What follows belongs to an exercise in optimizing a design on an open flow for small area, a short achievable clock period and few clock cycles per item; a production flow would make more cautious choices.
At most, simulation tests tie the RTL to the original design; equivalence was not proved.
Power is estimated from default activity; no workload was simulated.

==> module CORDIC_sin_cos, before the edit <==
module CORDIC_sin_cos (clock, rst, strobe_in, angle, strobe_out, cos, sin);
	input clock;
	input rst;
	input strobe_in;
	input [31:0] angle;
	output strobe_out;
	output [16:0] cos;
	output [16:0] sin;
	reg signed [15:0] X, Y;
	reg [29:0] W;                
	reg NEG;                     
	reg [3:0] C;                 
	reg busy, done, prev_strobe_in;
	wire start = strobe_in & ~prev_strobe_in;
	wire signed [15:0] X1 = (angle[31] ^ angle[30]) ? -16'sd19429 : 16'sd19429;
	wire signed [15:0] Y1 = angle[31] ? -16'sd19429 : 16'sd19429;
	wire [29:0] Z1 = {~angle[29], angle[28:0]};
	wire pos = ~NEG;
	wire [29:0] Bn;
	CORDIC_LUT lut(C, Bn);
	wire [29:0] T;
	ZADD30 za(W, Bn ^ {30{pos}}, pos, T);
	wire signed [15:0] Xs = (X >>> 1) >>> C;
	wire signed [15:0] Ys = (Y >>> 1) >>> C;
	wire [15:0] Xn, Yn;
	ADD16 ax(X, Ys ^ {16{pos}}, pos, Xn);
	ADD16 ay(Y, Xs ^ {16{NEG}}, NEG, Yn);
	always @(posedge clock) begin
		prev_strobe_in <= strobe_in;
		if (rst) begin
			prev_strobe_in <= 1'b0;
			busy <= 1'b0;
			done <= 1'b0;
		end else begin
			done <= busy & (C == 4'd15);
			if (start)
				busy <= 1'b1;
			else if (C == 4'd15)
				busy <= 1'b0;
		end
	end
	always @(posedge clock) begin
		if (!busy) begin
			C <= 4'd0;
			X <= X1;
			Y <= Y1;
			W <= Z1;
			NEG <= ~angle[29];
		end else begin
			C <= C + 4'd1;
			X <= Xn;
			Y <= Yn;
			W <= {T[28:0], 1'b0};
			NEG <= T[29];
		end
	end
	assign cos = {X[15], X};
	assign sin = {Y[15], Y};
	assign strobe_out = done;
endmodule
export LEC_CHECK = 0
export ABC_AREA = 1
export CAP_MARGIN = 20
export CORE_MARGIN = 2
export CORE_UTILIZATION = 40
export SETUP_SLACK_MARGIN = 3.5
export SLEW_MARGIN = 20
create_clock -name core_clock -period 6.5 [get_ports {clock}]
standard.sh (not shown) runs the stock make flow with config.mk's settings and CLKGATE_MAP_FILE= SYNTH_SCRIPT=/design/flow/synth_recipe.tcl, a recipe that flattens the netlist after the stock synthesis.
==> flow/flow/run.sh <==
#!/bin/bash
# Layout flow: the standard flow (standard.sh) with two changes.
#  - ADDER_MAP_FILE is empty, so synthesis maps no full/half-adder cells and ABC
#    maps the adders to plain gates, which are faster than the library's fa/ha cells.
#  - buffer_ports puts a buf_1 on each port instead of the delay buffer it picks
#    by default.
# The synthesis is otherwise the standard one, so the registers are the same.
set -euo pipefail
export ADDER_MAP_FILE=
export BUFFER_PORTS_ARGS="-buffer_cell sky130_fd_sc_hd__buf_1"
bash standard.sh > standard.log 2>&1
The first run completed with no timing, DRC or antenna violations.
==> next run, changes <==
--- a/flow/design.v
+++ b/flow/design.v
@@ -32,6 +32,7 @@
 	reg [29:0] W;                
 	reg NEG;                     
 	reg [3:0] C;                 
+	reg [3:0] CX;                
 	reg busy, done, prev_strobe_in;
 	wire start = strobe_in & ~prev_strobe_in;
 	wire signed [15:0] X1 = (angle[31] ^ angle[30]) ? -16'sd19429 : 16'sd19429;
@@ -42,7 +43,7 @@
 	CORDIC_LUT lut(C, Bn);
 	wire [29:0] T;
 	ZADD30 za(W, Bn ^ {30{pos}}, pos, T);
-	wire signed [15:0] Xs = (X >>> 1) >>> C;
+	wire signed [15:0] Xs = (X >>> 1) >>> (~CX);
 	wire signed [15:0] Ys = (Y >>> 1) >>> C;
 	wire [15:0] Xn, Yn;
 	ADD16 ax(X, Ys ^ {16{pos}}, pos, Xn);
@@ -62,14 +63,16 @@
 		end
 	end
 	always @(posedge clock) begin
-		if (!busy) begin
+		if (start) begin
 			C <= 4'd0;
+			CX <= 4'd15;
 			X <= X1;
 			Y <= Y1;
 			W <= Z1;
 			NEG <= ~angle[29];
 		end else begin
 			C <= C + 4'd1;
+			CX <= CX - 4'd1;
 			X <= Xn;
 			Y <= Yn;
 			W <= {T[28:0], 1'b0};
Effect: Synthesized area came out higher by 5.4%; final area fell by 2.9%; final cell count grows by 2.7%; die area increases by 5.3%; fmax grows by 4.4%; via count grows by 3.0%; worst hold slack gets worse by 8.4 ps; global-route usage is lower by 0.13 points; total power rose by 25%; setup slack improved by 120 ps; first-iteration DRC count decreases by 17%.
Function was not checked in any run of this note: the RTL went through the layout flow alone.

== lane 1 ==
Another version of the RTL of CORDIC_sin_cos (not shown whole).
Size in the first run: roughly 1200 cells after synthesis.
==> module CORDIC_sin_cos, before the edit <==
module CORDIC_sin_cos (clock, rst, strobe_in, angle, strobe_out, cos, sin);
	input clock;
	input rst;
	input strobe_in;
	input [31:0] angle;
	output strobe_out;
	output [16:0] cos;
	output [16:0] sin;
	reg signed [15:0] X, Y;
	reg [29:0] W;                
	reg NEG;                     
	reg [3:0] C;                 
	reg busy, done, prev_strobe_in;
	wire start = strobe_in & ~prev_strobe_in;
	wire signed [15:0] X1 = (angle[31] ^ angle[30]) ? -16'sd19429 : 16'sd19429;
	wire signed [15:0] Y1 = angle[31] ? -16'sd19429 : 16'sd19429;
	wire [29:0] Z1 = {~angle[29], angle[28:0]};
	wire pos = ~NEG;
	wire [29:0] Bn;
	CORDIC_LUT lut(C, Bn);
	wire [29:0] T;
	ZADD30 za(W, Bn ^ {30{pos}}, pos, T);
	wire signed [15:0] Xs = (X >>> 1) >>> C;
	wire signed [15:0] Ys = (Y >>> 1) >>> C;
	wire [15:0] Xn, Yn;
	ADD16 ax(X, Ys ^ {16{pos}}, pos, Xn);
	ADD16 ay(Y, Xs ^ {16{NEG}}, NEG, Yn);
	always @(posedge clock) begin
		prev_strobe_in <= strobe_in;
		if (rst) begin
			prev_strobe_in <= 1'b0;
			busy <= 1'b0;
			done <= 1'b0;
		end else begin
			done <= busy & (C == 4'd15);
			if (start)
				busy <= 1'b1;
			else if (C == 4'd15)
				busy <= 1'b0;
		end
	end
	always @(posedge clock) begin
		if (start) begin
			C <= 4'd0;
			X <= X1;
			Y <= Y1;
			W <= Z1;
			NEG <= ~angle[29];
		end else begin
			C <= C + 4'd1;
			X <= Xn;
			Y <= Yn;
			W <= {T[28:0], 1'b0};
			NEG <= T[29];
		end
	end
	assign cos = {X[15], X};
	assign sin = {Y[15], Y};
	assign strobe_out = done;
endmodule
Settings: LEC_CHECK=0, ABC_AREA=1, CAP_MARGIN=20, CORE_MARGIN=2, CORE_UTILIZATION=40, SETUP_SLACK_MARGIN=3.75, SLEW_MARGIN=20; clock period 6.5 ns.
Scripts as last shown in full above: flow/flow/run.sh
Testbench counts of lane 1, summed over its fixed seeds: cycles 34,824, items 2,048.
## Diff of input files: lane 2 against lane 1
--- a/flow/design.v
+++ b/flow/design.v
@@ -61,9 +61,9 @@
 				busy <= 1'b0;
 		end
 	end
 	always @(posedge clock) begin
-		if (start) begin
+		if (!busy) begin
 			C <= 4'd0;
 			X <= X1;
 			Y <= Y1;
 			W <= Z1;
## What came out
Lane 2 against lane 1: combined flip-flop and latch cell area ~0 delta, static leakage power +0.21 nW, register share of the cell area -0.78 points. Relative to lane 1, post-route core utilization has increased by 2.7 points in lane 2. According to the power report, total power for lane 2 is lower than for lane 1. The total number of tap cells on lane 1 is in line with that on lane 2. Routed length on met3: lane 2 > lane 1. Synthesized instance count: lane 2 vs lane 1 down about 0.4%. In the final reports, the cell area of lane 2 is larger than that of lane 1. Going from lane 1 to lane 2, total wirelength of the detailed-routed design climbed about 2.8%; worst setup skew after layout climbed 0.0032 ns.
Only the layout flow was run in lane 2; the RTL was not checked for function there.

P:
The RTL this note starts from:
==> flow/design.v <==
module CORDIC_LUT(N, value);
	input [3:0] N;
	output [29:0] value;
	wire [29:0] atan_LUT [0:15];
	assign atan_LUT[00] = 30'h145F0000;  
	assign atan_LUT[01] = 30'h12E4051D;  
	assign atan_LUT[02] = 30'h13F670B6;  
	assign atan_LUT[03] = 30'h14444750;  
	assign atan_LUT[04] = 30'h14586A18;  
	assign atan_LUT[05] = 30'h145D7E10;  
	assign atan_LUT[06] = 30'h145EC3C0;  
	assign atan_LUT[07] = 30'h145F1540;  
	assign atan_LUT[08] = 30'h145F2980;  
	assign atan_LUT[09] = 30'h145F2E00;  
	assign atan_LUT[10] = 30'h145F3000;  
	assign atan_LUT[11] = 30'h145F3000;  
	assign atan_LUT[12] = 30'h145F3000;  
	assign atan_LUT[13] = 30'h145F3000;  
	assign atan_LUT[14] = 30'h145F2000;  
	assign atan_LUT[15] = 30'h145F4000;  
	assign value = atan_LUT[N];
endmodule
module CORDIC_sin_cos (clock, rst, strobe_in, angle, strobe_out, cos, sin);
	input clock;
	input rst;
	input strobe_in;
	input [31:0] angle;
	output strobe_out;
	output [16:0] cos;
	output [16:0] sin;
	reg signed [15:0] X, Y;
	reg [29:0] W;                
	reg NEG;                     
	reg [3:0] C;                 
	reg [3:0] CZ;                
	reg [3:0] CX;                
	reg busy, done, prev_strobe_in;
	wire start = strobe_in & ~prev_strobe_in;
	wire signed [15:0] X1 = (angle[31] ^ angle[30]) ? -16'sd19429 : 16'sd19429;
	wire signed [15:0] Y1 = angle[31] ? -16'sd19429 : 16'sd19429;
	wire [29:0] Z1 = {~angle[29], angle[28:0]};
	wire pos = ~NEG;
	wire [29:0] Bn;
	CORDIC_LUT lut(CZ, Bn);
	wire [29:0] T;
	ZADD30 za(W, Bn ^ {30{pos}}, pos, T);
	wire signed [15:0] Xs = (X >>> 1) >>> (~CX);
	wire signed [15:0] Ys = (Y >>> 1) >>> C;
	wire [15:0] Xn, Yn;
	ADD16 ax(X, Ys ^ {16{pos}}, pos, Xn);
	ADD16 ay(Y, Xs ^ {16{NEG}}, NEG, Yn);
	always @(posedge clock) begin
		prev_strobe_in <= strobe_in;
		if (rst) begin
			prev_strobe_in <= 1'b0;
			busy <= 1'b0;
			done <= 1'b0;
		end else begin
			done <= busy & (C == 4'd15);
			if (start)
				busy <= 1'b1;
			else if (C == 4'd15)
				busy <= 1'b0;
		end
	end
	always @(posedge clock) begin
		if (start) begin
			C <= 4'd0;
			CX <= 4'd15;
			CZ <= 4'd1;
			X <= X1;
			Y <= Y1;
			W <= Z1;
			NEG <= ~angle[29];
		end else begin
			C <= C + 4'd1;
			CX <= CX - 4'd1;
			CZ <= CZ + 4'd1;
			X <= Xn;
			Y <= Yn;
			W <= {T[28:0], 1'b0};
			NEG <= T[29];
		end
	end
	assign cos = {X[15], X};
	assign sin = {Y[15], Y};
	assign strobe_out = done;
endmodule
module ZADD30(input [29:0] a, b, input ci, output [29:0] s);
wire [30:0] g0 = {a & b, ci};
wire [30:0] p0 = {a ^ b, 1'b0};
wire gg0 = g0[1] | (p0[1] & g0[0]);
wire pp0 = p0[1] & p0[0];
wire gg1 = g0[3] | (p0[3] & g0[2]);
wire pp1 = p0[3] & p0[2];
wire gg2 = g0[5] | (p0[5] & g0[4]);
wire pp2 = p0[5] & p0[4];
wire gg3 = g0[7] | (p0[7] & g0[6]);
wire pp3 = p0[7] & p0[6];
wire gg4 = g0[9] | (p0[9] & g0[8]);
wire pp4 = p0[9] & p0[8];
wire gg5 = g0[11] | (p0[11] & g0[10]);
wire pp5 = p0[11] & p0[10];
wire gg6 = g0[13] | (p0[13] & g0[12]);
wire pp6 = p0[13] & p0[12];
wire gg7 = g0[15] | (p0[15] & g0[14]);
wire pp7 = p0[15] & p0[14];
wire gg8 = g0[17] | (p0[17] & g0[16]);
wire pp8 = p0[17] & p0[16];
wire gg9 = g0[19] | (p0[19] & g0[18]);
wire pp9 = p0[19] & p0[18];
wire gg10 = g0[21] | (p0[21] & g0[20]);
wire pp10 = p0[21] & p0[20];
wire gg11 = g0[23] | (p0[23] & g0[22]);
wire pp11 = p0[23] & p0[22];
wire gg12 = g0[25] | (p0[25] & g0[24]);
wire pp12 = p0[25] & p0[24];
wire gg13 = g0[27] | (p0[27] & g0[26]);
wire pp13 = p0[27] & p0[26];
wire gg14 = g0[29] | (p0[29] & g0[28]);
wire pp14 = p0[29] & p0[28];
wire gg15 = gg1 | (pp1 & gg0);
wire pp15 = pp1 & pp0;
wire gg16 = gg3 | (pp3 & gg2);
wire pp16 = pp3 & pp2;
wire gg17 = gg5 | (pp5 & gg4);
wire pp17 = pp5 & pp4;
wire gg18 = gg7 | (pp7 & gg6);
wire pp18 = pp7 & pp6;
wire gg19 = gg9 | (pp9 & gg8);
wire pp19 = pp9 & pp8;
wire gg20 = gg11 | (pp11 & gg10);
wire pp20 = pp11 & pp10;
wire gg21 = gg13 | (pp13 & gg12);
wire pp21 = pp13 & pp12;
wire gg22 = gg16 | (pp16 & gg15);
wire pp22 = pp16 & pp15;
wire gg23 = gg18 | (pp18 & gg17);
wire pp23 = pp18 & pp17;
wire gg24 = gg20 | (pp20 & gg19);
wire pp24 = pp20 & pp19;
wire gg25 = gg23 | (pp23 & gg22);
wire pp25 = pp23 & pp22;
wire gg26 = gg24 | (pp24 & gg25);
wire pp26 = pp24 & pp25;
wire gg27 = gg17 | (pp17 & gg22);
wire pp27 = pp17 & pp22;
wire gg28 = gg19 | (pp19 & gg25);
wire pp28 = pp19 & pp25;
wire gg29 = gg21 | (pp21 & gg26);
wire pp29 = pp21 & pp26;
wire gg30 = gg2 | (pp2 & gg15);
wire pp30 = pp2 & pp15;
wire gg31 = gg4 | (pp4 & gg22);
wire pp31 = pp4 & pp22;
wire gg32 = gg6 | (pp6 & gg27);
wire pp32 = pp6 & pp27;
wire gg33 = gg8 | (pp8 & gg25);
wire pp33 = pp8 & pp25;
wire gg34 = gg10 | (pp10 & gg28);
wire pp34 = pp10 & pp28;
wire gg35 = gg12 | (pp12 & gg26);
wire pp35 = pp12 & pp26;
wire gg36 = gg14 | (pp14 & gg29);
wire pp36 = pp14 & pp29;
wire gg37 = g0[2] | (p0[2] & gg0);
wire pp37 = p0[2] & pp0;
wire gg38 = g0[4] | (p0[4] & gg15);
wire pp38 = p0[4] & pp15;
wire gg39 = g0[6] | (p0[6] & gg30);
wire pp39 = p0[6] & pp30;
wire gg40 = g0[8] | (p0[8] & gg22);
wire pp40 = p0[8] & pp22;
wire gg41 = g0[10] | (p0[10] & gg31);
wire pp41 = p0[10] & pp31;
wire gg42 = g0[12] | (p0[12] & gg27);
wire pp42 = p0[12] & pp27;
wire gg43 = g0[14] | (p0[14] & gg32);
wire pp43 = p0[14] & pp32;
wire gg44 = g0[16] | (p0[16] & gg25);
wire pp44 = p0[16] & pp25;
wire gg45 = g0[18] | (p0[18] & gg33);
wire pp45 = p0[18] & pp33;
wire gg46 = g0[20] | (p0[20] & gg28);
wire pp46 = p0[20] & pp28;
wire gg47 = g0[22] | (p0[22] & gg34);
wire pp47 = p0[22] & pp34;
wire gg48 = g0[24] | (p0[24] & gg26);
wire pp48 = p0[24] & pp26;
wire gg49 = g0[26] | (p0[26] & gg35);
wire pp49 = p0[26] & pp35;
wire gg50 = g0[28] | (p0[28] & gg29);
wire pp50 = p0[28] & pp29;
wire gg51 = g0[30] | (p0[30] & gg36);
wire pp51 = p0[30] & pp36;
wire [29:0] cc = {gg36, gg50, gg29, gg49, gg35, gg48, gg26, gg47, gg34, gg46, gg28, gg45, gg33, gg44, gg25, gg43, gg32, gg42, gg27, gg41, gg31, gg40, gg22, gg39, gg30, gg38, gg15, gg37, gg0, g0[0]};
assign s = a ^ b ^ cc;
endmodule
module ADD16(input [15:0] a, b, input ci, output [15:0] s);
wire [16:0] g0 = {a & b, ci};
wire [16:0] p0 = {a ^ b, 1'b0};
wire gg0 = g0[1] | (p0[1] & g0[0]);
wire pp0 = p0[1] & p0[0];
wire gg1 = g0[3] | (p0[3] & g0[2]);
wire pp1 = p0[3] & p0[2];
wire gg2 = g0[5] | (p0[5] & g0[4]);
wire pp2 = p0[5] & p0[4];
wire gg3 = g0[7] | (p0[7] & g0[6]);
wire pp3 = p0[7] & p0[6];
wire gg4 = g0[9] | (p0[9] & g0[8]);
wire pp4 = p0[9] & p0[8];
wire gg5 = g0[11] | (p0[11] & g0[10]);
wire pp5 = p0[11] & p0[10];
wire gg6 = g0[13] | (p0[13] & g0[12]);
wire pp6 = p0[13] & p0[12];
wire gg7 = g0[15] | (p0[15] & g0[14]);
wire pp7 = p0[15] & p0[14];
wire gg8 = gg1 | (pp1 & gg0);
wire pp8 = pp1 & pp0;
wire gg9 = gg3 | (pp3 & gg2);
wire pp9 = pp3 & pp2;
wire gg10 = gg5 | (pp5 & gg4);
wire pp10 = pp5 & pp4;
wire gg11 = gg7 | (pp7 & gg6);
wire pp11 = pp7 & pp6;
wire gg12 = gg9 | (pp9 & gg8);
wire pp12 = pp9 & pp8;
wire gg13 = gg11 | (pp11 & gg10);
wire pp13 = pp11 & pp10;
wire gg14 = gg13 | (pp13 & gg12);
wire pp14 = pp13 & pp12;
wire gg15 = gg10 | (pp10 & gg12);
wire pp15 = pp10 & pp12;
wire gg16 = gg2 | (pp2 & gg8);
wire pp16 = pp2 & pp8;
wire gg17 = gg4 | (pp4 & gg12);
wire pp17 = pp4 & pp12;
wire gg18 = gg6 | (pp6 & gg15);
wire pp18 = pp6 & pp15;
wire gg19 = g0[2] | (p0[2] & gg0);
wire pp19 = p0[2] & pp0;
wire gg20 = g0[4] | (p0[4] & gg8);
wire pp20 = p0[4] & pp8;
wire gg21 = g0[6] | (p0[6] & gg16);
wire pp21 = p0[6] & pp16;
wire gg22 = g0[8] | (p0[8] & gg12);
wire pp22 = p0[8] & pp12;
wire gg23 = g0[10] | (p0[10] & gg17);
wire pp23 = p0[10] & pp17;
wire gg24 = g0[12] | (p0[12] & gg15);
wire pp24 = p0[12] & pp15;
wire gg25 = g0[14] | (p0[14] & gg18);
wire pp25 = p0[14] & pp18;
wire gg26 = g0[16] | (p0[16] & gg14);
wire pp26 = p0[16] & pp14;
wire [15:0] cc = {gg14, gg25, gg18, gg24, gg15, gg23, gg17, gg22, gg12, gg21, gg16, gg20, gg8, gg19, gg0, g0[0]};
assign s = a ^ b ^ cc;
endmodule
==> flow/config.mk <==
export PLATFORM = sky130hd
export DESIGN_NAME = CORDIC_sin_cos
export DESIGN_NICKNAME = CORDIC_sin_cos
export VERILOG_FILES = /design/flow/design.v
export SDC_FILE = /design/flow/constraint.sdc
export NUM_CORES = 4
export LEC_CHECK = 0
export ABC_AREA = 1
export CAP_MARGIN = 20
export CORE_MARGIN = 2
export CORE_UTILIZATION = 40
export CTS_BUF_LIST = sky130_fd_sc_hd__clkbuf_8
export SETUP_SLACK_MARGIN = 3.4
export SLEW_MARGIN = 20
==> flow/constraint.sdc <==
create_clock -name core_clock -period 6.5 [get_ports {clock}]
set_input_delay 1.3000 -clock core_clock [delete_from_list [all_inputs] [get_ports {clock}]]
set_output_delay 1.3000 -clock core_clock [all_outputs]
set_load 0.01 [all_outputs]
Scripts as last shown in full above: flow/flow/run.sh
Both conditions hold for P: the flow ran to the end and the final layout passed the timing, DRC and antenna checks.
--- input diff P..Q ---
diff --git a/flow/design.v b/flow/design.v
--- a/flow/design.v
+++ b/flow/design.v
@@ -33,7 +33,6 @@
 	reg NEG;                     
 	reg [3:0] C;                 
 	reg [3:0] CZ;                
-	reg [3:0] CX;                
 	reg busy, done, prev_strobe_in;
 	wire start = strobe_in & ~prev_strobe_in;
 	wire signed [15:0] X1 = (angle[31] ^ angle[30]) ? -16'sd19429 : 16'sd19429;
@@ -44,7 +43,7 @@
 	CORDIC_LUT lut(CZ, Bn);
 	wire [29:0] T;
 	ZADD30 za(W, Bn ^ {30{pos}}, pos, T);
-	wire signed [15:0] Xs = (X >>> 1) >>> (~CX);
+	wire signed [15:0] Xs = (X >>> 1) >>> C;
 	wire signed [15:0] Ys = (Y >>> 1) >>> C;
 	wire [15:0] Xn, Yn;
 	ADD16 ax(X, Ys ^ {16{pos}}, pos, Xn);
@@ -66,7 +65,6 @@
 	always @(posedge clock) begin
 		if (start) begin
 			C <= 4'd0;
-			CX <= 4'd15;
 			CZ <= 4'd1;
 			X <= X1;
 			Y <= Y1;
@@ -74,7 +72,6 @@
 			NEG <= ~angle[29];
 		end else begin
 			C <= C + 4'd1;
-			CX <= CX - 4'd1;
 			CZ <= CZ + 4'd1;
 			X <= Xn;
 			Y <= Yn;
==> comparison <==
| combinational cell fraction of total power | Q vs P | 1.6 points higher |. Total area of multi-input combinational cells, P and Q: smaller value in P. The post-cts gate resize count of Q is higher than that of P. Against P, Q comes in 95 um lower on met3 wire length. The lower time the worst path needs with I/O delays and setup of P and Q is in Q.
No run of this note included a check of the RTL's function; only the layout flow was run.

==> separate check: timing with driven ports <==
In the flow no input, the clock included, has a driving cell. The finished layouts below were timed again as built, in two steps. Step 1 assumes that a clkbuf_16 drives the clock port and a buf_2 every other input. Step 2 times the ports against the registers' clock, not the clock port: input delays grow and output delays shrink by t, the midpoint of the rising clock arrivals with the driver on. Three values: ideal, step 1, step 2; two values: the first two.
run | t, ns | setup WS [ns] | hold WS [ns] | worst setup path after step 2 | worst data-port slew with drivers (ns)
the first run of note 1 | 0.398 | 3.611 / 3.611 / 3.611 | 0.470 / 0.470 / 0.470 | register to register | 0.04
the second run of note 1 | 0.386 | 3.732 / 3.732 / 3.621 | 0.461 / 0.461 / 0.461 | input to register | 0.04
lane 1 | 0.393 | 3.849 / 3.849 / 3.567 | 0.452 / 0.452 / 0.452 | input to register | 0.04
lane 2 | 0.396 | 3.651 / 3.651 / 3.651 | 0.474 / 0.474 / 0.474 | register to register | 0.04
P | 0.427 | 3.708 / 3.708 / 3.663 | 0.449 / 0.449 / 0.449 | input to register | 0.04
Q | 0.414 | 3.728 / 3.736 / 3.328 | 0.464 / 0.464 / 0.464 | input to register | 0.03
After both steps setup and hold are still met in every run listed. The setup slack of Q, which loses most, moves by +0.008 ns with the drivers and by -0.400 ns with both steps.
